From an optimization exercise on the open Yosys and OpenROAD flow, aimed at small area and a short achievable clock period; shortcuts taken in it are not production practice.
Only simulation tests tie the RTL to the original design; equivalence was not proved.
In every run shown here, the design's own scripts or RTL, not TritonCTS, make the clock network.
The flow treats the clock pin as an ideal source. Dropping or thinning the clock tree relies on that and would not hold on a real chip.
Power is estimated from default activity; no workload was simulated.

===== flow/design.v =====
module KSA (s, x);
   input  [93:0] x;
   output [64:0] s;
   wire s2_g1;
   wire s2_g2;
   wire s2_p3;
   wire s2_g4;
   wire s2_p5;
   wire s2_g6;
   wire s2_p7;
   wire s2_g8;
   wire s2_g9;
   wire s2_g10;
   wire s2_p11;
   wire s2_g12;
   wire s2_p13;
   wire s2_g14;
   wire s2_g15;
   wire s2_g16;
   wire s2_g17;
   assign s2_g1 = x[20] | (x[21] & x[9]);
   assign s2_g2 = x[44] | (x[45] & x[32]);
   assign s2_p3 = x[45] & x[33];
   assign s2_g4 = x[68] | (x[69] & x[56]);
   assign s2_p5 = x[69] & x[57];
   assign s2_g6 = x[92] | (x[93] & x[80]);
   assign s2_p7 = x[93] & x[81];
   assign s2_g8 = x[32] | (x[33] & s2_g1);
   assign s2_g9 = s2_g2 | (s2_p3 & s2_g1);
   assign s2_g10 = x[80] | (x[81] & s2_g4);
   assign s2_p11 = x[81] & s2_p5;
   assign s2_g12 = s2_g6 | (s2_p7 & s2_g4);
   assign s2_p13 = s2_p7 & s2_p5;
   assign s2_g14 = x[56] | (x[57] & s2_g9);
   assign s2_g15 = s2_g4 | (s2_p5 & s2_g9);
   assign s2_g16 = s2_g10 | (s2_p11 & s2_g9);
   assign s2_g17 = s2_g12 | (s2_p13 & s2_g9);
   assign s[0] = x[0];
   assign s[1] = x[1];
   assign s[2] = x[2];
   assign s[3] = x[3];
   assign s[4] = x[4] ^ (x[8]);
   assign s[5] = x[5] ^ ((x[8] & x[4]));
   assign s[6] = x[6] ^ ((x[8] & x[4] & x[5]));
   assign s[7] = x[7] ^ ((x[8] & x[4] & x[5] & x[6]));
   assign s[8] = x[10] ^ ((x[9]));
   assign s[9] = x[11] ^ ((x[10] & x[9]));
   assign s[10] = x[12] ^ ((x[10] & x[11] & x[9]));
   assign s[11] = x[13] ^ ((x[10] & x[11] & x[12] & x[9]));
   assign s[12] = x[14] ^ (x[18] | (x[19] & x[9]));
   assign s[13] = x[15] ^ ((x[18] & x[14]) | (x[19] & x[14] & x[9]));
   assign s[14] = x[16] ^ ((x[18] & x[14] & x[15]) | (x[19] & x[14] & x[15] & x[9]));
   assign s[15] = x[17] ^ ((x[18] & x[14] & x[15] & x[16]) | (x[19] & x[14] & x[15] & x[16] & x[9]));
   assign s[16] = x[22] ^ ((s2_g1));
   assign s[17] = x[23] ^ ((x[22] & s2_g1));
   assign s[18] = x[24] ^ ((x[22] & x[23] & s2_g1));
   assign s[19] = x[25] ^ ((x[22] & x[23] & x[24] & s2_g1));
   assign s[20] = x[26] ^ (x[30] | (x[31] & s2_g1));
   assign s[21] = x[27] ^ ((x[30] & x[26]) | (x[31] & x[26] & s2_g1));
   assign s[22] = x[28] ^ ((x[30] & x[26] & x[27]) | (x[31] & x[26] & x[27] & s2_g1));
   assign s[23] = x[29] ^ ((x[30] & x[26] & x[27] & x[28]) | (x[31] & x[26] & x[27] & x[28] & s2_g1));
   assign s[24] = x[34] ^ ((s2_g8));
   assign s[25] = x[35] ^ ((x[34] & s2_g8));
   assign s[26] = x[36] ^ ((x[34] & x[35] & s2_g8));
   assign s[27] = x[37] ^ ((x[34] & x[35] & x[36] & s2_g8));
   assign s[28] = x[38] ^ (x[42] | (x[43] & s2_g8));
   assign s[29] = x[39] ^ ((x[42] & x[38]) | (x[43] & x[38] & s2_g8));
   assign s[30] = x[40] ^ ((x[42] & x[38] & x[39]) | (x[43] & x[38] & x[39] & s2_g8));
   assign s[31] = x[41] ^ ((x[42] & x[38] & x[39] & x[40]) | (x[43] & x[38] & x[39] & x[40] & s2_g8));
   assign s[32] = x[46] ^ ((s2_g9));
   assign s[33] = x[47] ^ ((x[46] & s2_g9));
   assign s[34] = x[48] ^ ((x[46] & x[47] & s2_g9));
   assign s[35] = x[49] ^ ((x[46] & x[47] & x[48] & s2_g9));
   assign s[36] = x[50] ^ (x[54] | (x[55] & s2_g9));
   assign s[37] = x[51] ^ ((x[54] & x[50]) | (x[55] & x[50] & s2_g9));
   assign s[38] = x[52] ^ ((x[54] & x[50] & x[51]) | (x[55] & x[50] & x[51] & s2_g9));
   assign s[39] = x[53] ^ ((x[54] & x[50] & x[51] & x[52]) | (x[55] & x[50] & x[51] & x[52] & s2_g9));
   assign s[40] = x[58] ^ ((s2_g14));
   assign s[41] = x[59] ^ ((x[58] & s2_g14));
   assign s[42] = x[60] ^ ((x[58] & x[59] & s2_g14));
   assign s[43] = x[61] ^ ((x[58] & x[59] & x[60] & s2_g14));
   assign s[44] = x[62] ^ (x[66] | (x[67] & s2_g14));
   assign s[45] = x[63] ^ ((x[66] & x[62]) | (x[67] & x[62] & s2_g14));
   assign s[46] = x[64] ^ ((x[66] & x[62] & x[63]) | (x[67] & x[62] & x[63] & s2_g14));
   assign s[47] = x[65] ^ ((x[66] & x[62] & x[63] & x[64]) | (x[67] & x[62] & x[63] & x[64] & s2_g14));
   assign s[48] = x[70] ^ ((s2_g15));
   assign s[49] = x[71] ^ ((x[70] & s2_g15));
   assign s[50] = x[72] ^ ((x[70] & x[71] & s2_g15));
   assign s[51] = x[73] ^ ((x[70] & x[71] & x[72] & s2_g15));
   assign s[52] = x[74] ^ (x[78] | (x[79] & s2_g15));
   assign s[53] = x[75] ^ ((x[78] & x[74]) | (x[79] & x[74] & s2_g15));
   assign s[54] = x[76] ^ ((x[78] & x[74] & x[75]) | (x[79] & x[74] & x[75] & s2_g15));
   assign s[55] = x[77] ^ ((x[78] & x[74] & x[75] & x[76]) | (x[79] & x[74] & x[75] & x[76] & s2_g15));
   assign s[56] = x[82] ^ ((s2_g16));
   assign s[57] = x[83] ^ ((x[82] & s2_g16));
   assign s[58] = x[84] ^ ((x[82] & x[83] & s2_g16));
   assign s[59] = x[85] ^ ((x[82] & x[83] & x[84] & s2_g16));
   assign s[60] = x[86] ^ (x[90] | (x[91] & s2_g16));
   assign s[61] = x[87] ^ ((x[90] & x[86]) | (x[91] & x[86] & s2_g16));
   assign s[62] = x[88] ^ ((x[90] & x[86] & x[87]) | (x[91] & x[86] & x[87] & s2_g16));
   assign s[63] = x[89] ^ ((x[90] & x[86] & x[87] & x[88]) | (x[91] & x[86] & x[87] & x[88] & s2_g16));
   assign s[64] = x[92] | (x[93] & s2_g16);
endmodule
module KSA_pipe(s, a, b, c, clk);
   input [63:0] a;
   input [63:0] b;
   input        c;
   input        clk;
   output [64:0] s;
   wire [93:0] x;
   reg  [93:0] xr;
   wire [64:0] sOut;
   reg  [64:0] sr;
   wire p0_1;
   wire p0_2;
   wire p0_3;
   wire p0_4;
   wire g0_5;
   wire g0_6;
   wire g0_7;
   wire g0_8;
   wire g0_9;
   wire c0_g10;
   wire c0_g11;
   wire c0_g12;
   wire p1_13;
   wire p1_14;
   wire p1_15;
   wire p1_16;
   wire g1_17;
   wire g1_18;
   wire g1_19;
   wire g1_20;
   wire c1_g21;
   wire c1_g22;
   wire c1_g23;
   wire bp1_24;
   wire q0_g25;
   wire p2_26;
   wire p2_27;
   wire p2_28;
   wire p2_29;
   wire g2_30;
   wire g2_31;
   wire g2_32;
   wire g2_33;
   wire c2_g34;
   wire c2_g35;
   wire c2_g36;
   wire bp2_37;
   wire p3_38;
   wire p3_39;
   wire p3_40;
   wire p3_41;
   wire g3_42;
   wire g3_43;
   wire g3_44;
   wire g3_45;
   wire c3_g46;
   wire c3_g47;
   wire c3_g48;
   wire bp3_49;
   wire q1_g50;
   wire q1_p51;
   wire p4_52;
   wire p4_53;
   wire p4_54;
   wire p4_55;
   wire g4_56;
   wire g4_57;
   wire g4_58;
   wire g4_59;
   wire c4_g60;
   wire c4_g61;
   wire c4_g62;
   wire bp4_63;
   wire p5_64;
   wire p5_65;
   wire p5_66;
   wire p5_67;
   wire g5_68;
   wire g5_69;
   wire g5_70;
   wire g5_71;
   wire c5_g72;
   wire c5_g73;
   wire c5_g74;
   wire bp5_75;
   wire q2_g76;
   wire q2_p77;
   wire p6_78;
   wire p6_79;
   wire p6_80;
   wire p6_81;
   wire g6_82;
   wire g6_83;
   wire g6_84;
   wire g6_85;
   wire c6_g86;
   wire c6_g87;
   wire c6_g88;
   wire bp6_89;
   wire p7_90;
   wire p7_91;
   wire p7_92;
   wire p7_93;
   wire g7_94;
   wire g7_95;
   wire g7_96;
   wire g7_97;
   wire c7_g98;
   wire c7_g99;
   wire c7_g100;
   wire bp7_101;
   wire q3_g102;
   wire q3_p103;
   wire p8_104;
   wire p8_105;
   wire p8_106;
   wire p8_107;
   wire g8_108;
   wire g8_109;
   wire g8_110;
   wire g8_111;
   wire c8_g112;
   wire c8_g113;
   wire c8_g114;
   wire bp8_115;
   wire p9_116;
   wire p9_117;
   wire p9_118;
   wire p9_119;
   wire g9_120;
   wire g9_121;
   wire g9_122;
   wire g9_123;
   wire c9_g124;
   wire c9_g125;
   wire c9_g126;
   wire bp9_127;
   wire q4_g128;
   wire q4_p129;
   wire p10_130;
   wire p10_131;
   wire p10_132;
   wire p10_133;
   wire g10_134;
   wire g10_135;
   wire g10_136;
   wire g10_137;
   wire c10_g138;
   wire c10_g139;
   wire c10_g140;
   wire bp10_141;
   wire p11_142;
   wire p11_143;
   wire p11_144;
   wire p11_145;
   wire g11_146;
   wire g11_147;
   wire g11_148;
   wire g11_149;
   wire c11_g150;
   wire c11_g151;
   wire c11_g152;
   wire bp11_153;
   wire q5_g154;
   wire q5_p155;
   wire p12_156;
   wire p12_157;
   wire p12_158;
   wire p12_159;
   wire g12_160;
   wire g12_161;
   wire g12_162;
   wire g12_163;
   wire c12_g164;
   wire c12_g165;
   wire c12_g166;
   wire bp12_167;
   wire p13_168;
   wire p13_169;
   wire p13_170;
   wire p13_171;
   wire g13_172;
   wire g13_173;
   wire g13_174;
   wire g13_175;
   wire c13_g176;
   wire c13_g177;
   wire c13_g178;
   wire bp13_179;
   wire q6_g180;
   wire q6_p181;
   wire p14_182;
   wire p14_183;
   wire p14_184;
   wire p14_185;
   wire g14_186;
   wire g14_187;
   wire g14_188;
   wire g14_189;
   wire c14_g190;
   wire c14_g191;
   wire c14_g192;
   wire bp14_193;
   wire p15_194;
   wire p15_195;
   wire p15_196;
   wire p15_197;
   wire g15_198;
   wire g15_199;
   wire g15_200;
   wire g15_201;
   wire c15_g202;
   wire c15_g203;
   wire c15_g204;
   wire bp15_205;
   wire q7_g206;
   wire q7_p207;
   assign p0_1 = a[0] ^ b[0];
   assign p0_2 = a[1] ^ b[1];
   assign p0_3 = a[2] ^ b[2];
   assign p0_4 = a[3] ^ b[3];
   assign g0_5 = a[0] & b[0];
   assign g0_6 = a[1] & b[1];
   assign g0_7 = a[2] & b[2];
   assign g0_8 = a[3] & b[3];
   assign g0_9 = g0_5 | (p0_1 & c);
   assign c0_g10 = g0_6 | (p0_2 & g0_9);
   assign c0_g11 = g0_7 | (p0_3 & c0_g10);
   assign c0_g12 = g0_8 | (p0_4 & c0_g11);
   assign p1_13 = a[4] ^ b[4];
   assign p1_14 = a[5] ^ b[5];
   assign p1_15 = a[6] ^ b[6];
   assign p1_16 = a[7] ^ b[7];
   assign g1_17 = a[4] & b[4];
   assign g1_18 = a[5] & b[5];
   assign g1_19 = a[6] & b[6];
   assign g1_20 = a[7] & b[7];
   assign c1_g21 = g1_18 | (p1_14 & g1_17);
   assign c1_g22 = g1_19 | (p1_15 & c1_g21);
   assign c1_g23 = g1_20 | (p1_16 & c1_g22);
   assign bp1_24 = p1_13 & p1_14 & p1_15 & p1_16;
   assign q0_g25 = c1_g23 | (bp1_24 & c0_g12);
   assign p2_26 = a[8] ^ b[8];
   assign p2_27 = a[9] ^ b[9];
   assign p2_28 = a[10] ^ b[10];
   assign p2_29 = a[11] ^ b[11];
   assign g2_30 = a[8] & b[8];
   assign g2_31 = a[9] & b[9];
   assign g2_32 = a[10] & b[10];
   assign g2_33 = a[11] & b[11];
   assign c2_g34 = g2_31 | (p2_27 & g2_30);
   assign c2_g35 = g2_32 | (p2_28 & c2_g34);
   assign c2_g36 = g2_33 | (p2_29 & c2_g35);
   assign bp2_37 = p2_26 & p2_27 & p2_28 & p2_29;
   assign p3_38 = a[12] ^ b[12];
   assign p3_39 = a[13] ^ b[13];
   assign p3_40 = a[14] ^ b[14];
   assign p3_41 = a[15] ^ b[15];
   assign g3_42 = a[12] & b[12];
   assign g3_43 = a[13] & b[13];
   assign g3_44 = a[14] & b[14];
   assign g3_45 = a[15] & b[15];
   assign c3_g46 = g3_43 | (p3_39 & g3_42);
   assign c3_g47 = g3_44 | (p3_40 & c3_g46);
   assign c3_g48 = g3_45 | (p3_41 & c3_g47);
   assign bp3_49 = p3_38 & p3_39 & p3_40 & p3_41;
   assign q1_g50 = c3_g48 | (bp3_49 & c2_g36);
   assign q1_p51 = bp3_49 & bp2_37;
   assign p4_52 = a[16] ^ b[16];
   assign p4_53 = a[17] ^ b[17];
   assign p4_54 = a[18] ^ b[18];
   assign p4_55 = a[19] ^ b[19];
   assign g4_56 = a[16] & b[16];
   assign g4_57 = a[17] & b[17];
   assign g4_58 = a[18] & b[18];
   assign g4_59 = a[19] & b[19];
   assign c4_g60 = g4_57 | (p4_53 & g4_56);
   assign c4_g61 = g4_58 | (p4_54 & c4_g60);
   assign c4_g62 = g4_59 | (p4_55 & c4_g61);
   assign bp4_63 = p4_52 & p4_53 & p4_54 & p4_55;
   assign p5_64 = a[20] ^ b[20];
   assign p5_65 = a[21] ^ b[21];
   assign p5_66 = a[22] ^ b[22];
   assign p5_67 = a[23] ^ b[23];
   assign g5_68 = a[20] & b[20];
   assign g5_69 = a[21] & b[21];
   assign g5_70 = a[22] & b[22];
   assign g5_71 = a[23] & b[23];
   assign c5_g72 = g5_69 | (p5_65 & g5_68);
   assign c5_g73 = g5_70 | (p5_66 & c5_g72);
   assign c5_g74 = g5_71 | (p5_67 & c5_g73);
   assign bp5_75 = p5_64 & p5_65 & p5_66 & p5_67;
   assign q2_g76 = c5_g74 | (bp5_75 & c4_g62);
   assign q2_p77 = bp5_75 & bp4_63;
   assign p6_78 = a[24] ^ b[24];
   assign p6_79 = a[25] ^ b[25];
   assign p6_80 = a[26] ^ b[26];
   assign p6_81 = a[27] ^ b[27];
   assign g6_82 = a[24] & b[24];
   assign g6_83 = a[25] & b[25];
   assign g6_84 = a[26] & b[26];
   assign g6_85 = a[27] & b[27];
   assign c6_g86 = g6_83 | (p6_79 & g6_82);
   assign c6_g87 = g6_84 | (p6_80 & c6_g86);
   assign c6_g88 = g6_85 | (p6_81 & c6_g87);
   assign bp6_89 = p6_78 & p6_79 & p6_80 & p6_81;
   assign p7_90 = a[28] ^ b[28];
   assign p7_91 = a[29] ^ b[29];
   assign p7_92 = a[30] ^ b[30];
   assign p7_93 = a[31] ^ b[31];
   assign g7_94 = a[28] & b[28];
   assign g7_95 = a[29] & b[29];
   assign g7_96 = a[30] & b[30];
   assign g7_97 = a[31] & b[31];
   assign c7_g98 = g7_95 | (p7_91 & g7_94);
   assign c7_g99 = g7_96 | (p7_92 & c7_g98);
   assign c7_g100 = g7_97 | (p7_93 & c7_g99);
   assign bp7_101 = p7_90 & p7_91 & p7_92 & p7_93;
   assign q3_g102 = c7_g100 | (bp7_101 & c6_g88);
   assign q3_p103 = bp7_101 & bp6_89;
   assign p8_104 = a[32] ^ b[32];
   assign p8_105 = a[33] ^ b[33];
   assign p8_106 = a[34] ^ b[34];
   assign p8_107 = a[35] ^ b[35];
   assign g8_108 = a[32] & b[32];
   assign g8_109 = a[33] & b[33];
   assign g8_110 = a[34] & b[34];
   assign g8_111 = a[35] & b[35];
   assign c8_g112 = g8_109 | (p8_105 & g8_108);
   assign c8_g113 = g8_110 | (p8_106 & c8_g112);
   assign c8_g114 = g8_111 | (p8_107 & c8_g113);
   assign bp8_115 = p8_104 & p8_105 & p8_106 & p8_107;
   assign p9_116 = a[36] ^ b[36];
   assign p9_117 = a[37] ^ b[37];
   assign p9_118 = a[38] ^ b[38];
   assign p9_119 = a[39] ^ b[39];
   assign g9_120 = a[36] & b[36];
   assign g9_121 = a[37] & b[37];
   assign g9_122 = a[38] & b[38];
   assign g9_123 = a[39] & b[39];
   assign c9_g124 = g9_121 | (p9_117 & g9_120);
   assign c9_g125 = g9_122 | (p9_118 & c9_g124);
   assign c9_g126 = g9_123 | (p9_119 & c9_g125);
   assign bp9_127 = p9_116 & p9_117 & p9_118 & p9_119;
   assign q4_g128 = c9_g126 | (bp9_127 & c8_g114);
   assign q4_p129 = bp9_127 & bp8_115;
   assign p10_130 = a[40] ^ b[40];
   assign p10_131 = a[41] ^ b[41];
   assign p10_132 = a[42] ^ b[42];
   assign p10_133 = a[43] ^ b[43];
   assign g10_134 = a[40] & b[40];
   assign g10_135 = a[41] & b[41];
   assign g10_136 = a[42] & b[42];
   assign g10_137 = a[43] & b[43];
   assign c10_g138 = g10_135 | (p10_131 & g10_134);
   assign c10_g139 = g10_136 | (p10_132 & c10_g138);
   assign c10_g140 = g10_137 | (p10_133 & c10_g139);
   assign bp10_141 = p10_130 & p10_131 & p10_132 & p10_133;
   assign p11_142 = a[44] ^ b[44];
   assign p11_143 = a[45] ^ b[45];
   assign p11_144 = a[46] ^ b[46];
   assign p11_145 = a[47] ^ b[47];
   assign g11_146 = a[44] & b[44];
   assign g11_147 = a[45] & b[45];
   assign g11_148 = a[46] & b[46];
   assign g11_149 = a[47] & b[47];
   assign c11_g150 = g11_147 | (p11_143 & g11_146);
   assign c11_g151 = g11_148 | (p11_144 & c11_g150);
   assign c11_g152 = g11_149 | (p11_145 & c11_g151);
   assign bp11_153 = p11_142 & p11_143 & p11_144 & p11_145;
   assign q5_g154 = c11_g152 | (bp11_153 & c10_g140);
   assign q5_p155 = bp11_153 & bp10_141;
   assign p12_156 = a[48] ^ b[48];
   assign p12_157 = a[49] ^ b[49];
   assign p12_158 = a[50] ^ b[50];
   assign p12_159 = a[51] ^ b[51];
   assign g12_160 = a[48] & b[48];
   assign g12_161 = a[49] & b[49];
   assign g12_162 = a[50] & b[50];
   assign g12_163 = a[51] & b[51];
   assign c12_g164 = g12_161 | (p12_157 & g12_160);
   assign c12_g165 = g12_162 | (p12_158 & c12_g164);
   assign c12_g166 = g12_163 | (p12_159 & c12_g165);
   assign bp12_167 = p12_156 & p12_157 & p12_158 & p12_159;
   assign p13_168 = a[52] ^ b[52];
   assign p13_169 = a[53] ^ b[53];
   assign p13_170 = a[54] ^ b[54];
   assign p13_171 = a[55] ^ b[55];
   assign g13_172 = a[52] & b[52];
   assign g13_173 = a[53] & b[53];
   assign g13_174 = a[54] & b[54];
   assign g13_175 = a[55] & b[55];
   assign c13_g176 = g13_173 | (p13_169 & g13_172);
   assign c13_g177 = g13_174 | (p13_170 & c13_g176);
   assign c13_g178 = g13_175 | (p13_171 & c13_g177);
   assign bp13_179 = p13_168 & p13_169 & p13_170 & p13_171;
   assign q6_g180 = c13_g178 | (bp13_179 & c12_g166);
   assign q6_p181 = bp13_179 & bp12_167;
   assign p14_182 = a[56] ^ b[56];
   assign p14_183 = a[57] ^ b[57];
   assign p14_184 = a[58] ^ b[58];
   assign p14_185 = a[59] ^ b[59];
   assign g14_186 = a[56] & b[56];
   assign g14_187 = a[57] & b[57];
   assign g14_188 = a[58] & b[58];
   assign g14_189 = a[59] & b[59];
   assign c14_g190 = g14_187 | (p14_183 & g14_186);
   assign c14_g191 = g14_188 | (p14_184 & c14_g190);
   assign c14_g192 = g14_189 | (p14_185 & c14_g191);
   assign bp14_193 = p14_182 & p14_183 & p14_184 & p14_185;
   assign p15_194 = a[60] ^ b[60];
   assign p15_195 = a[61] ^ b[61];
   assign p15_196 = a[62] ^ b[62];
   assign p15_197 = a[63] ^ b[63];
   assign g15_198 = a[60] & b[60];
   assign g15_199 = a[61] & b[61];
   assign g15_200 = a[62] & b[62];
   assign g15_201 = a[63] & b[63];
   assign c15_g202 = g15_199 | (p15_195 & g15_198);
   assign c15_g203 = g15_200 | (p15_196 & c15_g202);
   assign c15_g204 = g15_201 | (p15_197 & c15_g203);
   assign bp15_205 = p15_194 & p15_195 & p15_196 & p15_197;
   assign q7_g206 = c15_g204 | (bp15_205 & c14_g192);
   assign q7_p207 = bp15_205 & bp14_193;
   assign x[0] = p0_1 ^ c;
   assign x[1] = p0_2 ^ g0_9;
   assign x[2] = p0_3 ^ c0_g10;
   assign x[3] = p0_4 ^ c0_g11;
   assign x[4] = p1_13;
   assign x[5] = p1_14 ^ g1_17;
   assign x[6] = p1_15 ^ c1_g21;
   assign x[7] = p1_16 ^ c1_g22;
   assign x[8] = c0_g12;
   assign x[9] = q0_g25;
   assign x[10] = p2_26;
   assign x[11] = p2_27 ^ g2_30;
   assign x[12] = p2_28 ^ c2_g34;
   assign x[13] = p2_29 ^ c2_g35;
   assign x[14] = p3_38;
   assign x[15] = p3_39 ^ g3_42;
   assign x[16] = p3_40 ^ c3_g46;
   assign x[17] = p3_41 ^ c3_g47;
   assign x[18] = c2_g36;
   assign x[19] = bp2_37;
   assign x[20] = q1_g50;
   assign x[21] = q1_p51;
   assign x[22] = p4_52;
   assign x[23] = p4_53 ^ g4_56;
   assign x[24] = p4_54 ^ c4_g60;
   assign x[25] = p4_55 ^ c4_g61;
   assign x[26] = p5_64;
   assign x[27] = p5_65 ^ g5_68;
   assign x[28] = p5_66 ^ c5_g72;
   assign x[29] = p5_67 ^ c5_g73;
   assign x[30] = c4_g62;
   assign x[31] = bp4_63;
   assign x[32] = q2_g76;
   assign x[33] = q2_p77;
   assign x[34] = p6_78;
   assign x[35] = p6_79 ^ g6_82;
   assign x[36] = p6_80 ^ c6_g86;
   assign x[37] = p6_81 ^ c6_g87;
   assign x[38] = p7_90;
   assign x[39] = p7_91 ^ g7_94;
   assign x[40] = p7_92 ^ c7_g98;
   assign x[41] = p7_93 ^ c7_g99;
   assign x[42] = c6_g88;
   assign x[43] = bp6_89;
   assign x[44] = q3_g102;
   assign x[45] = q3_p103;
   assign x[46] = p8_104;
   assign x[47] = p8_105 ^ g8_108;
   assign x[48] = p8_106 ^ c8_g112;
   assign x[49] = p8_107 ^ c8_g113;
   assign x[50] = p9_116;
   assign x[51] = p9_117 ^ g9_120;
   assign x[52] = p9_118 ^ c9_g124;
   assign x[53] = p9_119 ^ c9_g125;
   assign x[54] = c8_g114;
   assign x[55] = bp8_115;
   assign x[56] = q4_g128;
   assign x[57] = q4_p129;
   assign x[58] = p10_130;
   assign x[59] = p10_131 ^ g10_134;
   assign x[60] = p10_132 ^ c10_g138;
   assign x[61] = p10_133 ^ c10_g139;
   assign x[62] = p11_142;
   assign x[63] = p11_143 ^ g11_146;
   assign x[64] = p11_144 ^ c11_g150;
   assign x[65] = p11_145 ^ c11_g151;
   assign x[66] = c10_g140;
   assign x[67] = bp10_141;
   assign x[68] = q5_g154;
   assign x[69] = q5_p155;
   assign x[70] = p12_156;
   assign x[71] = p12_157 ^ g12_160;
   assign x[72] = p12_158 ^ c12_g164;
   assign x[73] = p12_159 ^ c12_g165;
   assign x[74] = p13_168;
   assign x[75] = p13_169 ^ g13_172;
   assign x[76] = p13_170 ^ c13_g176;
   assign x[77] = p13_171 ^ c13_g177;
   assign x[78] = c12_g166;
   assign x[79] = bp12_167;
   assign x[80] = q6_g180;
   assign x[81] = q6_p181;
   assign x[82] = p14_182;
   assign x[83] = p14_183 ^ g14_186;
   assign x[84] = p14_184 ^ c14_g190;
   assign x[85] = p14_185 ^ c14_g191;
   assign x[86] = p15_194;
   assign x[87] = p15_195 ^ g15_198;
   assign x[88] = p15_196 ^ c15_g202;
   assign x[89] = p15_197 ^ c15_g203;
   assign x[90] = c14_g192;
   assign x[91] = bp14_193;
   assign x[92] = q7_g206;
   assign x[93] = q7_p207;
   always @(posedge clk)
     xr <= x;
   KSA adder (.s(sOut), .x(xr));
   always @(posedge clk)
     sr <= sOut;
   assign s = sr;
endmodule

===== flow/flow/run.sh =====
#!/bin/bash
# Layout: the standard flow (standard.sh) with these changes: synthesis maps
# no full or half adder cells (ADDER_MAP_FILE empty), so abc maps the adder logic
# itself; ports get the buffer cell named below; and after clock tree synthesis
# flow/clocktree.tcl replaces the tree by one level of buffers driven by the clock
# port.  The flow's output goes to standard.log, and ORFS's own logs to orfs/logs.
set -euo pipefail
bash standard.sh ADDER_MAP_FILE= "POST_CTS_TCL=$PWD/flow/clocktree.tcl" BUFFER_PORTS_ARGS=-buffer_cell\ sky130_fd_sc_hd__buf_1 CTS_ARGS=-sink_clustering_enable\ -dont_use_dummy_load\ -root_buf\ sky130_fd_sc_hd__clkbuf_16\ -buf_list\ sky130_fd_sc_hd__clkbuf_16\ -sink_clustering_size\ 40\ -sink_clustering_max_diameter\ 200 CLKTREE_CELL=sky130_fd_sc_hd__clkbuf_8 CLKTREE_NLEAF=4 CLKTREE_LEAF_CELL=sky130_fd_sc_hd__clkbuf_4 finish > standard.log 2>&1

===== flow/flow/clocktree.tcl =====
set nbuf 4
if {[info exists ::env(CLKTREE_NBUF)]} { set nbuf $::env(CLKTREE_NBUF) }
set bufcell sky130_fd_sc_hd__clkbuf_16
if {[info exists ::env(CLKTREE_CELL)]} { set bufcell $::env(CLKTREE_CELL) }

set db [ord::get_db]
set block [ord::get_db_block]
set port_net [[$block findBTerm clk] getNet]

set sinks {}
foreach inst [$block getInsts] {
  if {[[$inst getMaster] isSequential]} {
    lappend sinks [$inst findITerm CLK]
  }
}
puts "clocktree: [llength $sinks] register clock pins"

# the cells CTS added: drivers of clock nets other than the port's net
set old_insts {}
set old_nets {}
foreach net [$block getNets] {
  if {[$net getSigType] ne "CLOCK" || $net eq $port_net} { continue }
  lappend old_nets $net
  foreach it [$net getITerms] {
    if {[$it isOutputSignal]} { lappend old_insts [$it getInst] }
  }
}
# cells hanging on the port net other than registers (root buffers, loads)
foreach it [$port_net getITerms] {
  set inst [$it getInst]
  if {![[$inst getMaster] isSequential] && [lsearch -exact $old_insts $inst] < 0} {
    lappend old_insts $inst
  }
}
puts "clocktree: removing [llength $old_insts] cells and [llength $old_nets] nets"
foreach s $sinks { $s disconnect }
foreach inst $old_insts { odb::dbInst_destroy $inst }
foreach net $old_nets { odb::dbNet_destroy $net }

# split the registers into nbuf groups of equal size by position
proc loc {it} {
  set b [[$it getInst] getBBox]
  return [list [expr {([$b xMin] + [$b xMax]) / 2}] [expr {([$b yMin] + [$b yMax]) / 2}]]
}
set pts {}
foreach s $sinks { lappend pts [concat [loc $s] [list $s]] }
proc split_groups {pts n axis} {
  if {$n <= 1} { return [list $pts] }
  set sorted [lsort -integer -index $axis $pts]
  set n1 [expr {$n / 2}]
  set cut [expr {[llength $sorted] * $n1 / $n}]
  set a [lrange $sorted 0 [expr {$cut - 1}]]
  set b [lrange $sorted $cut end]
  set nxt [expr {1 - $axis}]
  return [concat [split_groups $a $n1 $nxt] [split_groups $b [expr {$n - $n1}] $nxt]]
}
# first cut along the longer side of the registers' spread
set xs [lsort -integer [lmap p $pts {lindex $p 0}]]
set ys [lsort -integer [lmap p $pts {lindex $p 1}]]
set axis [expr {([lindex $xs end] - [lindex $xs 0]) >= ([lindex $ys end] - [lindex $ys 0]) ? 0 : 1}]
set groups [split_groups $pts $nbuf $axis]

set nleaf 0
if {[info exists ::env(CLKTREE_NLEAF)]} { set nleaf $::env(CLKTREE_NLEAF) }
set leafcell $bufcell
if {[info exists ::env(CLKTREE_LEAF_CELL)]} { set leafcell $::env(CLKTREE_LEAF_CELL) }

proc centre {grp} {
  set sx 0; set sy 0
  foreach p $grp { incr sx [lindex $p 0]; incr sy [lindex $p 1] }
  return [list [expr {$sx / [llength $grp]}] [expr {$sy / [llength $grp]}]]
}
# a buffer of cell type mname at (x, y), input from net in, driving a new net
proc add_buf {name mname in x y} {
  set master [[ord::get_db] findMaster $mname]
  set block [ord::get_db_block]
  set buf [odb::dbInst_create $block $master $name]
  set net [odb::dbNet_create $block "${name}_net"]
  $net setSigType CLOCK
  [$buf findITerm A] connect $in
  [$buf findITerm X] connect $net
  $buf setLocation [expr {$x - [$master getWidth] / 2}] [expr {$y - [$master getHeight] / 2}]
  $buf setPlacementStatus PLACED
  return $net
}

set g 0
foreach grp $groups {
  lassign [centre $grp] cx cy
  if {$nleaf <= 1} {
    set net [add_buf "clktree_buf_$g" $bufcell $port_net $cx $cy]
    foreach p $grp { [lindex $p 2] connect $net }
    puts "clocktree: buffer $g drives [llength $grp] registers at ($cx, $cy)"
  } else {
    # leaves first, so the root sits at the centre of its leaves
    set leaves [split_groups $grp $nleaf [expr {1 - $axis}]]
    set lpts {}
    foreach lg $leaves { lappend lpts [centre $lg] }
    lassign [centre $lpts] rx ry
    set rnet [add_buf "clktree_buf_$g" $bufcell $port_net $rx $ry]
    set l 0
    foreach lg $leaves {
      lassign [centre $lg] lx ly
      set net [add_buf "clktree_buf_${g}_$l" $leafcell $rnet $lx $ly]
      foreach p $lg { [lindex $p 2] connect $net }
      puts "clocktree: buffer ${g}_$l drives [llength $lg] registers at ($lx, $ly)"
      incr l
    }
  }
  incr g
}

detailed_placement
estimate_parasitics -placement
report_clock_skew
if { !$::env(SKIP_CTS_REPAIR_TIMING) } {
  repair_timing_helper
  detailed_placement
}
check_placement -verbose
report_clock_skew
report_wns

===== flow/standard.sh =====
#!/bin/bash
# synth_recipe.tcl (not shown) runs the flow's synth.tcl, then flattens the netlist and writes it again
# the make line also repeats each setting of config.mk as NAME=value (left out here)
make -C /OpenROAD-flow-scripts/flow DESIGN_CONFIG=/design/flow/config.mk WORK_HOME=/design/flow/orfs CLKGATE_MAP_FILE= SYNTH_SCRIPT=/design/flow/synth_recipe.tcl "${@:-finish}"

===== flow/config.mk =====
export PLATFORM = sky130hd
export DESIGN_NAME = KSA_pipe
export DESIGN_NICKNAME = KSA_pipe
export VERILOG_FILES = /design/flow/design.v
export SDC_FILE = /design/flow/constraint.sdc
export NUM_CORES = 4
export LEC_CHECK = 0
export ABC_AREA = 1
export CAP_MARGIN = 20
export CORE_MARGIN = 2
export CORE_UTILIZATION = 50
export PLACE_DENSITY = 0.65
export SETUP_SLACK_MARGIN = 1.8
export SLEW_MARGIN = 20

===== flow/constraint.sdc =====
create_clock -name core_clock -period 3.4 [get_ports {clk}]
set_input_delay 0.6800 -clock core_clock [delete_from_list [all_inputs] [get_ports {clk}]]
set_output_delay 0.6800 -clock core_clock [all_outputs]
set_load 0.01 [all_outputs]

==> metrics.cfg, run 1 <==
[run_status]
status=no timing/DRC/antenna violations

[critical_path]
rr_endpoint=sr[62]$_DFF_P_
end_kind=output port
worstPathMaxFanout=1
r2r_start=xr[9]$_DFF_P_
crit_buf_inv=1
cp.required_ps=2720
crit_start=sr[36]$_DFF_P_
path_class=reg2out
rrSetupSlack_ps=1980
path_depth=1
cpPeakStageDelay_ps=320
crit_end=s[36]
r2r_cells=7
arrival_ps=820
path_cells=buf_1
crit_slowest_cell=dfxtp_1
critPathLaunchType=flip-flop
path_delay_family=flip-flops

[flow_run]
maxCapViolCount=0

[global_route]
grt_antenna_before_repair=0
grt_pass1_vias=4406
overflow=0
gr-usage-all-layers=0.1700
grt_max_degree=11
grt_pass1_wl_mm=18.23

[logic_synthesis]
ys.warnings.count=1
ys_seq_area_frac=0.5086
syn_area_um2=6259
synth-async-reset-ratio=0
ys_top_cells_by_area=dfxtp_1, xor2_1, nand2_1
synth_top_cell_by_area=dfxtp_1
synth_edf_count=0
synth_area_per_cell_um2=8.322
synth_ff_type=dfxtp_1
synth_top_area_frac=0.5086
synth_seq_cells=159
synth_cells=752
synthesis.nets=882
synth.distinct_cells=22

[place]
gp_congestion=0.7781
dp_slack_ps=1564
post-dp-hpwl_mm=9.063
io_buffers=194

[layout]
nNetsFinal=1098
final_util=0.6100
n_antenna_cell=0
multi_input_area_um2=2801
regArea_um2=3183
fillers=1173
area_growth_pct=18.05
drive_above_1_share=0.04762

[pwr]
total_leakage_power_nw=3.546
pwr_density_cell_nw_per_um2=540.0
irDropWorstVdd_mv=0.2197

[routing]
routedWlPerCell_um=10.00
drt-total-wl_mm=11.34
dr.first_iter.drc_count=166
routed_via_density=4.303
drc_errors=0
antenna_left=0
route.vias.total=4880
first_pass_iters=6

[sta]
worst_pin_slew_ps=337.8
fmax_mhz=665.1
setup_slack_ps=1897
min_period_over_period=0.4422
fin_skew_ps=21.72
hold_viol_final=0
grt_setup_unrepaired=yes
slew_violations=0
relSlewSlack=0.7727
tns_ps=0
setup_viol=0
post-route-min-period_ps=1503

[worst_hold_path]
holdPathStages=0
hp-class=reg2reg

[die]
die_area_um2=13430
rows=40
ioPinCount=195
core_area_um2=12110
die_h_um=115.9
die_width_um=115.9
start_util=0.5167

[clock_tree]
path_clk_slew_ps=110
clkSinkCount=159
clkLatencyLatePin_ps=310

how the worst min path moves through the flow:
stage,start,endpoint,slack [ps]
floorplan,xr[0]$_DFF_P_,sr[0]$_DFF_P_,310
global placement,xr[0]$_DFF_P_,sr[0]$_DFF_P_,310
detailed placement,xr[1]$_DFF_P_,sr[1]$_DFF_P_,310
global route,xr[0]$_DFF_P_,sr[0]$_DFF_P_,340
finish,xr[0]$_DFF_P_,sr[0]$_DFF_P_,320
placed cells by master (no fill, tap or decap), types with 3 or more instances in the layout:
cell type,instances
nand2_1,211
buf_1,187
dfxtp_1,159
xor2_1,103
inv_1,74
nor2_1,73
nand3_1,27
a21oi_1,21
xnor2_1,20
clkbuf_4,16
o21ai_0,13
nand4_1,11
nor3_1,9
or2_2,7
nor4_1,7
buf_2,7
clkbuf_8,4
nand3_2,3
sequential cells by signal, summed over array words and instances, names as in the netlist:
register	flops
xr	94
sr	65
power breakdown:
group	internal (W)	switching, W
Clock	0.000327	0.000525
Sequential	0.00219	0.000131
Combinational	0.000322	0.000496
Yosys cell counts (3+ instances only):
cell type / count
nand2_1: 211
dfxtp_1: 159
xor2_1: 103
inv_1: 74
nor2_1: 73
nand3_1: 27
a21oi_1: 21
xnor2_1: 20
o21ai_0: 15
nand4_1: 11
nor3_1: 9
nor4_1: 7
or2_2: 7
nand3_2: 3
stage by stage:
stage | area, um^2 | power (W) | hold slack, ps | std cells
floorplan | 6259 | 0.002869 | 309.6 | 752
global placement | 7197 | 0.003177 | 310.0 | 1114
detailed placement | 7197 | 0.003185 | 313.8 | 1114
global route | 7388 | 0.004247 | 338.0 | 1134
finish | 7388 | 0.003990 | 322.3 | 1134
logic make-up after synthesis:
| logic type | share of synthesized area |
|---|---|
| buffers and inverters | 0.04498 |
| xor gates and xnor gates | 0.1721 |
| and+or+nand+nor | 0.2355 |
| DFF | 0.5086 |
| AOI/OAI and AO/OA | 0.03878 |
cell type report:
type / count / area share
Buffer: 20 / 0.02371
Timing Repair Buffer: 194 / 0.09975
Tap cell: 168 / 0.02845
Inverter: 75 / 0.03810
Sequential cell: 159 / 0.4308
Multi-Input combinational cell: 518 / 0.3792
per-layer routing:
layer / GRT usage / up-vias / wire (um)
met3: 0.04864 / 26 / 765
met5: 0 / - / 0
met4: 0.07381 / 0 / 310
met1: 0.2067 / 1975 / 5303
met2: 0.2819 / 129 / 4964
li1: - / 2750 / -
==> run 2, diff against run 1 <==
==> flow/flow/run.sh (replaced) <==
#!/bin/bash
# Layout: the standard flow (standard.sh) with these changes: synthesis maps
# no full or half adder cells (ADDER_MAP_FILE empty), so abc maps the adder logic
# itself; ports get the buffer cell named below; and after clock tree synthesis
# flow/clocktree.tcl replaces the tree by one level of buffers driven by the clock
# port.  The flow's output goes to standard.log, and ORFS's own logs to orfs/logs.
set -euo pipefail
bash standard.sh ADDER_MAP_FILE= "POST_CTS_TCL=$PWD/flow/clocktree.tcl" BUFFER_PORTS_ARGS=-buffer_cell\ sky130_fd_sc_hd__buf_1 CTS_ARGS=-sink_clustering_enable\ -dont_use_dummy_load\ -root_buf\ sky130_fd_sc_hd__clkbuf_16\ -buf_list\ sky130_fd_sc_hd__clkbuf_16\ -sink_clustering_size\ 40\ -sink_clustering_max_diameter\ 200 CLKTREE_CELL=sky130_fd_sc_hd__clkbuf_8 CLKTREE_NLEAF=3 CLKTREE_LEAF_CELL=sky130_fd_sc_hd__clkbuf_8 finish > standard.log 2>&1
==> metrics.cfg, run 2 <==
[sta]
worst_pin_slew_ps=351.0
min_period_over_period=0.4375
relSlewSlack=0.7643
hold_viol_final=0
setup_viol=0
slew_violations=0
fin_skew_ps=14.30
fmax_mhz=672.2
grt_setup_unrepaired=yes
post-route-min-period_ps=1488
tns_ps=0

[critical_path]
cp.required_ps=3580
r2r_cells=8
rrSetupSlack_ps=1980
r2r_start=xr[9]$_DFF_P_
rr_endpoint=sr[55]$_DFF_P_
path_class=in2reg
end_kind=flip-flop
crit_start=b[41]
critPathLaunchType=input port
worstPathMaxFanout=2
arrival_ps=1670

[layout]
layout_common_cells=nand2_1, buf_1, dfxtp_1
fillers=1164
reg_top3=xr (94), sr (65)
nNetsFinal=1094
largest_register_ffs=94
regMostFlops=xr
layout_commonest_cell=nand2_1
n_antenna_cell=0
area_growth_pct=18.77
final_util=0.6137
drive_above_1_share=0.04366

[logic_synthesis]
synth_ff_type=dfxtp_1
synthTopCellsByCount=nand2_1, dfxtp_1, xor2_1
synth_top_cell_by_area=dfxtp_1
ys_top_cells_by_area=dfxtp_1, xor2_1, nand2_1
ys_seq_area_frac=0.5086
yosysMostFrequentCell=nand2_1
synth_top_area_frac=0.5086
syn_area_um2=6259
synth_seq_cells=159
synth-async-reset-ratio=0
ys.warnings.count=1
synthesis.nets=882
synth_edf_count=0
synth_area_per_cell_um2=8.322
synth_cells=752
synth.distinct_cells=22

[routing]
first_pass_iters=6
drt-total-wl_mm=11.22
antenna_left=0
routed_via_density=4.276
met3WireLength_um=797
dr_wl_met2_mm=5.042
drt-met1-wl_mm=5.186
dr.first_iter.drc_count=158
routedWlPerCell_um=9.929
route.vias.total=4832
drc_errors=0
top_layer=met4

[pwr]
total_leakage_power_nw=3.559
pwr_density_cell_nw_per_um2=548.7
p_total_w=0.004079
irDropWorstVdd_mv=0.2581

[worst_hold_path]
worstHoldStart=xr[1]$_DFF_P_
hp-class=reg2reg
hold_end=sr[1]$_DFF_P_
holdPathStages=0

[flow_run]
maxCapViolCount=0

[place]
post-dp-hpwl_mm=9.063
io_buffers=194
gp_congestion=0.7781

[die]
core_area_um2=12110
start_util=0.5167
die_area_um2=13430
die_h_um=115.9
rows=40
ioPinCount=195
die_width_um=115.9

[clock_tree]
path_clk_slew_ps=80
clkSinkCount=159
clkLatencyLatePin_ps=280

[global_route]
grt_max_degree=15
grt_pass1_wl_mm=18.02
gr-usage-all-layers=0.1682
grt_pass1_vias=4344
grt_antenna_before_repair=0
overflow=0

[run_status]
status=no timing/DRC/antenna violations

[run 2: changes by cell type in the layout (fill, tap and decap cells not counted), sizes merged]
cell	before	now
clkbuf	20	16
[run 2: per-stage QoR]
stage	area (um^2)	setup slack [ps]	instances	hold WS, ps
2_1_floorplan	6259	1805	752	309.6
3_3_place_gp	7197	1591	1114	310.0
3_5_place_dp	7197	1564	1114	313.8
6_report	7433	1912	1130	320.5
5_1_grt	7433	1771	1130	338.5
[run 2: area by class of cell]
cell class | count | area, um^2 | share of cell area
Sequential cell | 159 | 3183 | 0.4282
Inverter | 75 | 281.5 | 0.03787
Tap cell | 168 | 210.2 | 0.02828
Multi-Input combinational cell | 518 | 2801 | 0.3769
Buffer | 16 | 220.2 | 0.02962
Timing Repair Buffer | 194 | 737.0 | 0.09914
[run 2: logic make-up (layout without fill, tap and decap cells)]
kind of cell	Yosys count	count (layout)	share of synthesized area
DFF	159	159	0.5086
buffers and inverters	75	285	0.04498
AOI/OAI and AO/OA	42	42	0.03878
xor gates and xnor gates	123	123	0.1721
and+or+nand+nor	353	353	0.2355
[run 2: worst max path at each step]
| stage | to | slack [ps] |
|---|---|---|
| 2_1_floorplan | xr[20]$_DFF_P_ | 1800 |
| 3_3_place_gp | xr[56]$_DFF_P_ | 1590 |
| 3_5_place_dp | xr[56]$_DFF_P_ | 1560 |
| 5_1_grt | xr[9]$_DFF_P_ | 1770 |
| 6_report | xr[68]$_DFF_P_ | 1910 |
[run 2: per-layer routing]
layer / vias to the layer above / track usage
met5: - / 0
li1: 2737 / -
met3: 11 / 0.04707
met2: 123 / 0.2842
met4: 0 / 0.06429
met1: 1961 / 0.2044
[run 2: critical path, cell delays in order]
cell	delay (ps)
buf_1	80
or2_2	300
nand2_1	90
o21ai_0	130
nand2_1	90
nand2_1	70
nand2_1	60
nand2_1	60
nand2_1	60
nand2_1	40
[run 2: where the power goes]
part           internal (W)  leakage [nW]  switching [W]  total, W
combinational      0.000322          2.11       0.000498  0.000819
sequential          0.00219          1.34       0.000131   0.00232
clock              0.000425         0.115       0.000515  0.000940
==> run 3, diff against run 2 <==
==> flow/flow/run.sh (replaced) <==
#!/bin/bash
# Layout: the standard flow (standard.sh) with these changes: synthesis maps
# no full or half adder cells (ADDER_MAP_FILE empty), so abc maps the adder logic
# itself; ports get the buffer cell named below; and after clock tree synthesis
# flow/clocktree.tcl replaces the tree by one level of buffers driven by the clock
# port; before resizing flow/outbuf.tcl makes the output ports' buffers OUTBUF_CELL.
# The flow's output goes to standard.log, and ORFS's own logs to orfs/logs.
set -euo pipefail
bash standard.sh ADDER_MAP_FILE= "PRE_RESIZE_TCL=$PWD/flow/outbuf.tcl" "POST_CTS_TCL=$PWD/flow/clocktree.tcl" BUFFER_PORTS_ARGS=-buffer_cell\ sky130_fd_sc_hd__buf_1 CTS_ARGS=-sink_clustering_enable\ -dont_use_dummy_load\ -root_buf\ sky130_fd_sc_hd__clkbuf_16\ -buf_list\ sky130_fd_sc_hd__clkbuf_16\ -sink_clustering_size\ 40\ -sink_clustering_max_diameter\ 200 CLKTREE_CELL=sky130_fd_sc_hd__clkbuf_4 CLKTREE_NLEAF=4 CLKTREE_LEAF_CELL=sky130_fd_sc_hd__clkbuf_4 OUTBUF_CELL=sky130_fd_sc_hd__buf_2 finish > standard.log 2>&1
==> flow/flow/outbuf.tcl (new file) <==
# Runs before ORFS's resize step (PRE_RESIZE_TCL): the output ports' buffers,
# which buffer_ports made of the smallest buffer, become OUTBUF_CELL.
set cell sky130_fd_sc_hd__buf_2
if {[info exists ::env(OUTBUF_CELL)]} { set cell $::env(OUTBUF_CELL) }
set n 0
foreach bt [[ord::get_db_block] getBTerms] {
  if {[$bt getIoType] ne "OUTPUT"} { continue }
  foreach it [[$bt getNet] getITerms] {
    if {[$it isOutputSignal]} {
      replace_cell [[$it getInst] getName] $cell
      incr n
    }
  }
}
puts "outbuf: $n output port drivers made $cell"
==> metrics.cfg, run 3 <==
[critical_path]
cp.required_ps=2720
cpPeakStageDelay_ps=370
end_kind=output port
arrival_ps=830
critPathLaunchType=flip-flop
crit_slowest_cell=dfxtp_1
worstPathMaxFanout=1
crit_buf_inv=1
rrSetupSlack_ps=1970
path_class=reg2out
rr_endpoint=sr[43]$_DFF_P_
r2r_cells=6
path_delay_family=flip-flops
r2r_start=xr[9]$_DFF_P_
path_cells=buf_2

[routing]
dr.first_iter.drc_count=194
route.vias.total=4915
first_pass_iters=4
antenna_left=0
drt-total-wl_mm=11.33
routed_via_density=4.334
routedWlPerCell_um=9.990
drc_errors=0

[logic_synthesis]
synth_edf_count=0
ys_seq_area_frac=0.5086
synth_top_cell_by_area=dfxtp_1
synthTopCellsByCount=nand2_1, dfxtp_1, xor2_1
synthesis.nets=882
synth_cells=752
synth.distinct_cells=22
ys.warnings.count=1
synth_ff_type=dfxtp_1
yosysMostFrequentCell=nand2_1
synth_area_per_cell_um2=8.322
synth-async-reset-ratio=0
synth_seq_cells=159
synth_top_area_frac=0.5086
ys_top_cells_by_area=dfxtp_1, xor2_1, nand2_1
syn_area_um2=6259

[layout]
final_cell_area_um2=7436
nNetsFinal=1098
layout_commonest_cell=nand2_1
regMostFlops=xr
reg_top3=xr (94), sr (65)
largest_register_ffs=94
area_growth_pct=18.81
layout_common_cells=nand2_1, dfxtp_1, buf_1
drive_above_1_share=0.1077
n_antenna_cell=0

[global_route]
gr-usage-all-layers=0.1695
overflow=0
grt_pass1_wl_mm=18.23
grt_antenna_before_repair=0
grt_pass1_vias=4380
grt_max_degree=11

[sta]
worst_pin_slew_ps=362.9
setup_viol=0
min_period_over_period=0.4430
grt_setup_unrepaired=no
fin_skew_ps=26.70
fmax_mhz=664.0
slew_violations=0
tns_ps=0
hold_viol_final=0
post-route-min-period_ps=1506
relSlewSlack=0.7563
setup_slack_ps=1894

[worst_hold_path]
hp-class=reg2reg
hold_end=sr[0]$_DFF_P_
holdPathStages=0
worstHoldStart=xr[0]$_DFF_P_

[place]
gp_congestion=0.7781
post-dp-hpwl_mm=9.084
io_buffers=194
dp_slack_ps=1565
dpl_cell_area_um2=7278

[run_status]
status=no timing/DRC/antenna violations

[flow_run]
maxCapViolCount=0

[clock_tree]
clkLatencyLatePin_ps=340
path_clk_slew_ps=110
clkSinkCount=159

[pwr]
total_leakage_power_nw=3.693
irDropWorstVdd_mv=0.2890
pwr_density_cell_nw_per_um2=534.4
p_total_w=0.003974

[die]
die_width_um=115.9
die_area_um2=13430
die_h_um=115.9
start_util=0.5167
core_area_um2=12110
rows=40
ioPinCount=195

## run 3: how the worst max path moves through the flow
stage / slack (ps) / startpoint / to / depth (start not counted)
3_3_place_gp: 1590 / b[33] / xr[56]$_DFF_P_ / 10
2_1_floorplan: 1800 / b[9] / xr[20]$_DFF_P_ / 9
5_1_grt: 1810 / xr[9]$_DFF_P_ / sr[53]$_DFF_P_ / 8
6_report: 1890 / sr[9]$_DFF_P_ / s[9] / 1
3_5_place_dp: 1570 / b[33] / xr[56]$_DFF_P_ / 10
## run 3: layer usage
layer	global-route usage	vias up	share of wire
met5	0	-	0
met4	0.07143	0	0.025
met3	0.04759	23	0.070
met2	0.2791	131	0.44
met1	0.2092	2001	0.47
li1	-	2760	-
## run 3: cells by family after synthesis
| group | count (synthesis) | share of synthesized area |
|---|---|---|
| simple gates | 353 | 0.2355 |
| compound gates | 42 | 0.03878 |
| xor+xnor | 123 | 0.1721 |
| flops | 159 | 0.5086 |
| buf+inv | 75 | 0.04498 |
## run 3: area by class of cell
cell class	count	area (um^2)
fillers	1167	4676
flip-flops and latches	159	3183
plain buffers	20	150.1
multi-input cells	518	2801
inverters	75	281.5
repair buffers	194	809.5
well taps	168	210.2
## run 3: through the flow
stage                       util  hold slack [ps]  instances
after floorplan                -            309.6        752
after global placement    0.5942            310.0       1114
after detailed placement  0.6009            313.8       1114
after global routing      0.6139            330.3       1134
final                     0.6139            315.8       1134
## run 3: where the power goes
part	leakage, nW	switching, W	internal, W
Combinational	2.26	0.000497	0.000363
Clock	0.0920	0.000523	0.000277
Sequential	1.34	0.000127	0.00219
Total	3.69	0.00115	0.00283
==> run 4, diff against run 3 <==
==> flow/flow/run.sh (replaced) <==
#!/bin/bash
# Layout: the standard flow (standard.sh) with these changes: synthesis maps
# no full or half adder cells (ADDER_MAP_FILE empty), so abc maps the adder logic
# itself; ports get the buffer cell named below; and after clock tree synthesis
# flow/clocktree.tcl replaces the tree by one level of buffers driven by the clock
# port; before resizing flow/outbuf.tcl makes the output ports' buffers OUTBUF_CELL.
# The flow's output goes to standard.log, and ORFS's own logs to orfs/logs.
set -euo pipefail
bash standard.sh ADDER_MAP_FILE= "PRE_RESIZE_TCL=$PWD/flow/outbuf.tcl" "POST_CTS_TCL=$PWD/flow/clocktree.tcl" BUFFER_PORTS_ARGS=-buffer_cell\ sky130_fd_sc_hd__buf_1 CTS_ARGS=-sink_clustering_enable\ -dont_use_dummy_load\ -root_buf\ sky130_fd_sc_hd__clkbuf_16\ -buf_list\ sky130_fd_sc_hd__clkbuf_16\ -sink_clustering_size\ 40\ -sink_clustering_max_diameter\ 200 CLKTREE_CELL=sky130_fd_sc_hd__clkbuf_8 CLKTREE_NLEAF=4 CLKTREE_LEAF_CELL=sky130_fd_sc_hd__clkbuf_4 OUTBUF_CELL=sky130_fd_sc_hd__buf_2 finish > standard.log 2>&1
==> metrics.cfg, run 4 <==
[run_status]
status=no timing/DRC/antenna violations

[logic_synthesis]
synth_seq_cells=159
synth-async-reset-ratio=0
synthesis.nets=882
synthTopCellsByCount=nand2_1, dfxtp_1, xor2_1
synth_area_per_cell_um2=8.322
synth_ff_type=dfxtp_1
synth_cells=752
synth_top_area_frac=0.5086
ys.warnings.count=1
synth_top_cell_by_area=dfxtp_1
syn_area_um2=6259
yosysMostFrequentCell=nand2_1
synth_edf_count=0
synth.distinct_cells=22
ys_top_cells_by_area=dfxtp_1, xor2_1, nand2_1
ys_seq_area_frac=0.5086

[critical_path]
cpPeakStageDelay_ps=370
path_cells=buf_2
path_delay_family=flip-flops
arrival_ps=800
path_class=reg2out
rr_endpoint=sr[43]$_DFF_P_
crit_start=sr[9]$_DFF_P_
critPathLaunchType=flip-flop
r2r_start=xr[9]$_DFF_P_
r2r_cells=6
crit_buf_inv=1
crit_slowest_cell=dfxtp_1
end_kind=output port
cp.required_ps=2720
worstPathMaxFanout=1
rrSetupSlack_ps=1970

[routing]
routedWlPerCell_um=9.987
route.vias.total=4916
antenna_left=0
first_pass_iters=4
drc_errors=0
dr.first_iter.drc_count=194
routed_via_density=4.335
drt-total-wl_mm=11.33

[pwr]
p_sw_frac=0.2848
irDropWorstVdd_mv=0.2891
total_leakage_power_nw=3.703
pwr_density_cell_nw_per_um2=539.3
p_total_w=0.004024
switchingPower_w=0.001146
power_frac_clock=0.211
power_frac_comb=0.214
p_seq_frac=0.575
power.internal_w=0.002878

[sta]
relSlewSlack=0.7563
setup_viol=0
min_period_over_period=0.4341
setup_slack_ps=1924
worst_pin_slew_ps=362.9
grt_setup_unrepaired=no
tns_ps=0
fmax_mhz=677.5
post-route-min-period_ps=1476
slew_violations=0
hold_viol_final=0
fin_skew_ps=24.61

[layout]
regMostFlops=xr
layout_commonest_cell=nand2_1
final_util=0.6160
fillers=1158
n_antenna_cell=0
nNetsFinal=1098
layout_common_cells=nand2_1, dfxtp_1, buf_1
largest_register_ffs=94
reg_top3=xr (94), sr (65)
area_growth_pct=19.21
final_cell_area_um2=7461
drive_above_1_share=0.1077

[worst_hold_path]
hold_end=sr[0]$_DFF_P_
hp-class=reg2reg
holdPathStages=0
worstHoldStart=xr[0]$_DFF_P_

[clock_tree]
clkLatencyLatePin_ps=310
path_clk_slew_ps=110
clkSinkCount=159

[die]
core_area_um2=12110
die_area_um2=13430
die_h_um=115.9
die_width_um=115.9
ioPinCount=195
start_util=0.5167
rows=40

[global_route]
grt_pass1_vias=4380
overflow=0
grt_max_degree=11
grt_antenna_before_repair=0
grt_pass1_wl_mm=18.23
gr-usage-all-layers=0.1695

[place]
gp_congestion=0.7781
dp_slack_ps=1565
io_buffers=194
post-dp-hpwl_mm=9.084
dpl_cell_area_um2=7278

[flow_run]
maxCapViolCount=0

[run 4: cell count changes in the layout (fill, tap and decap cells not counted)]
cell      previous run  this run
clkbuf_8             0         4
clkbuf_4            20        16
o21ai_1              1         2
o21ai_0             14        13
[run 4: logic make-up after synthesis]
group           share of synthesized area
flops                              0.5086
compound gates                    0.03878
buf+inv                           0.04498
simple gates                       0.2355
xor+xnor                           0.1721
[run 4: per-stage QoR]
step                instances  hold WS [ps]
floorplan                 752         309.6
global placement         1114         310.0
detailed placement       1114         313.8
global route             1134         330.3
finish                   1134         315.7
[run 4: layer usage]
| metal | GRT usage | up-vias | routed length, um |
|---|---|---|---|
| met5 | 0 | - | 0 |
| met3 | 0.04759 | 23 | 785 |
| met1 | 0.2092 | 2002 | 5298 |
| met4 | 0.07143 | 0 | 286 |
| met2 | 0.2791 | 131 | 4954 |
| li1 | - | 2760 | - |
[run 4: how the worst max path moves through the flow]
stage,end,slack (ps),cells after the start
after floorplan,xr[20]$_DFF_P_,1800,9
after global placement,xr[56]$_DFF_P_,1590,10
after detailed placement,xr[56]$_DFF_P_,1570,10
after global routing,xr[56]$_DFF_P_,1800,7
final,s[9],1920,1
[run 4: power by group through the flow]
stage / Combinational [W] / Sequential, W / Clock [W]
global route: 0.000979 / 0.00235 / 0.000951
finish: 0.000860 / 0.00231 / 0.000849
global placement: 0.000815 / 0.00236 / 0
floorplan: 0.000432 / 0.00244 / 0
detailed placement: 0.000871 / 0.00236 / 0
[run 4: area by class of cell]
type | instances | area [um^2] | share of cell area
flip-flops and latches | 159 | 3183 | 0.4266
multi-input cells | 518 | 2801 | 0.3755
repair buffers | 194 | 809.5 | 0.1085
inverters | 75 | 281.5 | 0.03773
well taps | 168 | 210.2 | 0.02817
plain buffers | 20 | 175.2 | 0.02348
==> run 5, diff against run 4 <==
--- a/flow/config.mk
+++ b/flow/config.mk
@@ -9,6 +9,7 @@
 export CAP_MARGIN = 20
 export CORE_MARGIN = 2
 export CORE_UTILIZATION = 50
+export GPL_TIMING_DRIVEN = 1
 export PLACE_DENSITY = 0.65
 export SETUP_SLACK_MARGIN = 1.8
 export SLEW_MARGIN = 20
==> metrics.cfg, run 5 <==
[layout]
drive_above_1_share=0.1077
fillers=1158
nNetsFinal=1098
area_growth_pct=19.21
reg_top3=xr (94), sr (65)
layout_commonest_cell=nand2_1
layout_common_cells=nand2_1, dfxtp_1, buf_1
largest_register_ffs=94
regMostFlops=xr
final_cell_area_um2=7461
n_antenna_cell=0

[worst_hold_path]
hp-class=reg2reg

[sta]
setup_slack_ps=1924
post-route-min-period_ps=1476
hold_ws_ps=315.7
min_period_over_period=0.4341
hold_viol_final=0
setup_viol=0
relSlewSlack=0.7563
fin_skew_ps=24.61
fmax_mhz=677.5
worst_pin_slew_ps=362.9
tns_ps=0
slew_violations=0
grt_setup_unrepaired=no

[routing]
route.vias.total=4916
drt-total-wl_mm=11.33
routed_via_density=4.335
dr.first_iter.drc_count=194
routedWlPerCell_um=9.987
first_pass_iters=4
drc_errors=0
antenna_left=0

[logic_synthesis]
ys.warnings.count=1
synth_edf_count=0
synth.distinct_cells=22
yosysMostFrequentCell=nand2_1
ys_seq_area_frac=0.5086
synth_top_cell_by_area=dfxtp_1
synth_cells=752
synth_seq_cells=159
ys_top_cells_by_area=dfxtp_1, xor2_1, nand2_1
synthesis.nets=882
synth_area_per_cell_um2=8.322
synth_ff_type=dfxtp_1
synth_top_area_frac=0.5086
synthTopCellsByCount=nand2_1, dfxtp_1, xor2_1
synth-async-reset-ratio=0
syn_area_um2=6259

[global_route]
grt_max_degree=11
gr-usage-all-layers=0.1695
grt_pass1_vias=4380
overflow=0
grt_antenna_before_repair=0
grt_pass1_wl_mm=18.23

[critical_path]
cp.required_ps=2720
path_class=reg2out
crit_slowest_cell=dfxtp_1
end_kind=output port
critPathLaunchType=flip-flop
crit_buf_inv=1
path_cells=buf_2
cpPeakStageDelay_ps=370
worstPathMaxFanout=1
arrival_ps=800
path_delay_family=flip-flops

[clock_tree]
path_clk_slew_ps=110
clkLatencyLatePin_ps=310
clkSinkCount=159

[place]
post-dp-hpwl_mm=9.084
dpl_cell_area_um2=7278
gp_congestion=0.7781
io_buffers=194
dp_slack_ps=1565

[pwr]
total_leakage_power_nw=3.703
pwr_density_cell_nw_per_um2=539.3
irDropWorstVdd_mv=0.2891

[die]
start_util=0.5167
core_area_um2=12110
ioPinCount=195
rows=40
die_h_um=115.9
die_width_um=115.9
die_area_um2=13430

[flow_run]
maxCapViolCount=0

[run_status]
status=no timing/DRC/antenna violations

[run 5: where the power goes]
| part | internal, W | switching, W |
|---|---|---|
| clock network | 0.000327 | 0.000522 |
| registers | 0.00219 | 0.000127 |
| logic | 0.000363 | 0.000497 |
| total | 0.00288 | 0.00115 |
[run 5: kinds of logic (layout without fill, tap and decap cells)]
logic type,count (synthesis),after routing,synth area share
AND/OR/NAND/NOR,353,353,0.2355
flip-flops,159,159,0.5086
XOR/XNOR,123,123,0.1721
buffers and inverters,75,289,0.04498
AO/OA/AOI/OAI,42,42,0.03878
[run 5: metal layers]
metal / global-route usage / routed length, um
met3: 0.04759 / 785
met1: 0.2092 / 5298
met2: 0.2791 / 4954
met4: 0.07143 / 286
met5: 0 / 0
[run 5: worst reg2reg max path: cells and delay by family (launching register included)]
| kind | cells | cell delay (ps) |
|---|---|---|
| DFF | 1 | 430 |
| and+or+nand+nor | 3 | 400 |
| AOI/OAI and AO/OA | 2 | 400 |
| xor gates and xnor gates | 1 | 130 |
[run 5: through the flow]
stage / utilization / cells / total power [W]
global route: 0.6160 / 1134 / 0.004282
global placement: 0.5942 / 1114 / 0.003177
finish: 0.6160 / 1134 / 0.004024
detailed placement: 0.6009 / 1114 / 0.003227
floorplan: - / 752 / 0.002869
[run 5: area by class of cell]
cell class              count  area [um^2]  area share
flip-flops and latches    159         3183      0.4266
plain buffers              20        175.2     0.02348
inverters                  75        281.5     0.03773
repair buffers            194        809.5      0.1085
well taps                 168        210.2     0.02817
multi-input cells         518         2801      0.3755
[run 5: worst paths after layout]
path,from,end,slack (ps),cells after the start
worst max-delay path,sr[9]$_DFF_P_,s[9],1920,1
worst min-delay path,xr[0]$_DFF_P_,sr[0]$_DFF_P_,320,0
worst max register to register,xr[9]$_DFF_P_,sr[43]$_DFF_P_,1970,6
worst min register to register,xr[0]$_DFF_P_,sr[0]$_DFF_P_,320,0
==> run 6, diff against run 5 <==
--- a/flow/config.mk
+++ b/flow/config.mk
@@ -8,8 +8,7 @@
 export ABC_AREA = 1
 export CAP_MARGIN = 20
 export CORE_MARGIN = 2
-export CORE_UTILIZATION = 50
-export GPL_TIMING_DRIVEN = 1
-export PLACE_DENSITY = 0.65
+export CORE_UTILIZATION = 65
+export PLACE_DENSITY = 0.8
 export SETUP_SLACK_MARGIN = 1.8
 export SLEW_MARGIN = 20
==> metrics.cfg, run 6 <==
[run_status]
status=no timing/DRC/antenna violations

[sta]
worst_pin_slew_ps=378.7
hold_viol_final=0
grt_setup_unrepaired=no
min_period_over_period=0.4442
post-route-min-period_ps=1510
fmax_mhz=662.2
slew_violations=0
setup_viol=0
relSlewSlack=0.7452
tns_ps=0
fin_skew_ps=14.82

[routing]
routed_via_density=4.873
drc_errors=0
routedWlPerCell_um=11.96
route.vias.total=5341
drt-total-wl_mm=13.11
first_pass_iters=4
antenna_left=0
dr.first_iter.drc_count=123

[logic_synthesis]
synth-async-reset-ratio=0
ys_seq_area_frac=0.5086
synth_top_cell_by_area=dfxtp_1
synth_top_area_frac=0.5086
synth_area_per_cell_um2=8.322
synth_seq_cells=159
synthesis.nets=882
yosysMostFrequentCell=nand2_1
synth_ff_type=dfxtp_1
synth_edf_count=0
syn_area_um2=6259
synth_cells=752
synthTopCellsByCount=nand2_1, dfxtp_1, xor2_1
ys.warnings.count=1
ys_top_cells_by_area=dfxtp_1, xor2_1, nand2_1
synth.distinct_cells=22

[place]
post-dp-hpwl_mm=10.03
dpl_cell_area_um2=7229
io_buffers=194
gp_congestion=0.9168

[global_route]
grt_antenna_before_repair=0
grt.met1_usage=0.2833
grt_pass1_wl_mm=20.82
grt.met2_usage=0.4494
busiest_layer=met2
gr-usage-all-layers=0.2481
grt_max_degree=11
grt_use_met3=0.05882
overflow=0
grt_pass1_vias=5116

[layout]
largest_register_ffs=94
layout_common_cells=nand2_1, dfxtp_1, buf_1
nNetsFinal=1099
drive_above_1_share=0.1107
multi_input_area_um2=2804
regMostFlops=xr
layout_commonest_cell=nand2_1
regArea_um2=3184
reg_top3=xr (94), sr (65)
area_growth_pct=18.61
final_cell_area_um2=7423
fillers=647
n_antenna_cell=0

[critical_path]
path_class=in2reg
rrSetupSlack_ps=1950
r2r_cells=7
worstPathMaxFanout=2
end_kind=flip-flop
r2r_start=xr[9]$_DFF_P_
rr_endpoint=sr[53]$_DFF_P_
arrival_ps=1720
cp.required_ps=3610
critPathLaunchType=input port

[worst_hold_path]
hold_end=sr[1]$_DFF_P_
worstHoldStart=xr[1]$_DFF_P_
hp-class=reg2reg
holdPathStages=0

[pwr]
switchingPower_w=0.001183
total_leakage_power_nw=3.708
power_frac_comb=0.219
power.internal_w=0.002881
p_seq_frac=0.573
irDropWorstVdd_mv=0.3197
p_sw_frac=0.2911
power_frac_clock=0.208
pwr_density_cell_nw_per_um2=547.4

[die]
die_h_um=102.1
ioPinCount=195
core_area_um2=9284
rows=35
die_area_um2=10430
die_width_um=102.1
start_util=0.6741

[clock_tree]
path_clk_slew_ps=100
clkSinkCount=159
clkLatencyLatePin_ps=300

[flow_run]
maxCapViolCount=0

run 6: cell counts after synthesis:
No cell type changed its count.
run 6: how the worst max path moves through the flow:
stage | end | slack [ps] | startpoint
after floorplan | xr[20]$_DFF_P_ | 1800 | b[9]
after global placement | xr[56]$_DFF_P_ | 1660 | b[33]
after detailed placement | xr[32]$_DFF_P_ | 1570 | b[17]
after global routing | sr[29]$_DFF_P_ | 1800 | xr[21]$_DFF_P_
final | xr[68]$_DFF_P_ | 1890 | b[41]
run 6: area by class of cell:
class,instances,area share
Sequential cell,159,0.4290
Buffer,20,0.02360
Inverter,75,0.03792
Tap cell,129,0.02174
Multi-Input combinational cell,518,0.3777
Timing Repair Buffer,195,0.1101
run 6: worst max-delay path, cell delays in order:
cell and delay (ps):
buf_1 80, or2_2 300, nand2_1 100, o21ai_0 130, nand2_1 90, nand2_1 80
nand2_1 80, nand2_1 60, nand2_1 60, nand2_1 50
run 6: per-layer routing:
| metal | wire, um | up-vias |
|---|---|---|
| li1 | - | 2765 |
| met1 | 5437 | 2361 |
| met2 | 6420 | 180 |
| met3 | 911 | 35 |
| met4 | 339 | 0 |
| met5 | 0 | - |
run 6: power by group through the flow:
stage	sequential (W)	combinational, W	clock (W)
finish	0.00233	0.000891	0.000846
global route	0.00236	0.000990	0.000926
detailed placement	0.00236	0.000876	0
global placement	0.00236	0.000800	0
floorplan	0.00244	0.000432	0
run 6: kinds of logic (layout without fill, tap and decap cells):
logic type             count (synthesis)  count (layout)  share of synthesized area
buffers and inverters                 75             290                    0.04498
AO/OA/AOI/OAI                         42              42                    0.03878
flip-flops                           159             159                     0.5086
AND/OR/NAND/NOR                      353             353                     0.2355
XOR/XNOR                             123             123                     0.1721
run 6: metrics by stage:
step	util	total power [W]	worst slack, ps	hold WS (ps)	instances
2_1_floorplan	-	0.002869	1805	309.6	752
3_3_place_gp	0.7699	0.003158	1657	311.4	1075
3_5_place_dp	0.7787	0.003240	1572	317.1	1075
5_1_grt	0.7996	0.004278	1802	340.6	1096
6_report	0.7996	0.004064	1890	324.4	1096

[static timing again, ports no longer ideal]
In the flow no input, the clock included, has a driving cell. The finished layouts below were timed again as built, in two steps.
Step 1: set_driving_cell puts a clkbuf_16 on clk and a buf_2 on each other input, an assumption about the parent block.
Step 2 also shifts input and output timing later by t, the mid clock arrival at the registers, as if the neighbouring blocks saw the same clock.
Three values: ideal, step 1, step 2; two values: the first two.
run	t, ns	setup slack, ns
run 1	0.363	1.897 / 1.828 / 1.624
run 2	0.343	1.912 / 1.869 / 1.617
run 3	0.384	1.894 / 1.834 / 1.631
run 4	0.361	1.924 / 1.856 / 1.631
run 5	0.361	1.924 / 1.856 / 1.631
run 6	0.363	1.890 / 1.843 / 1.568
After both steps every run listed still meets setup and hold.
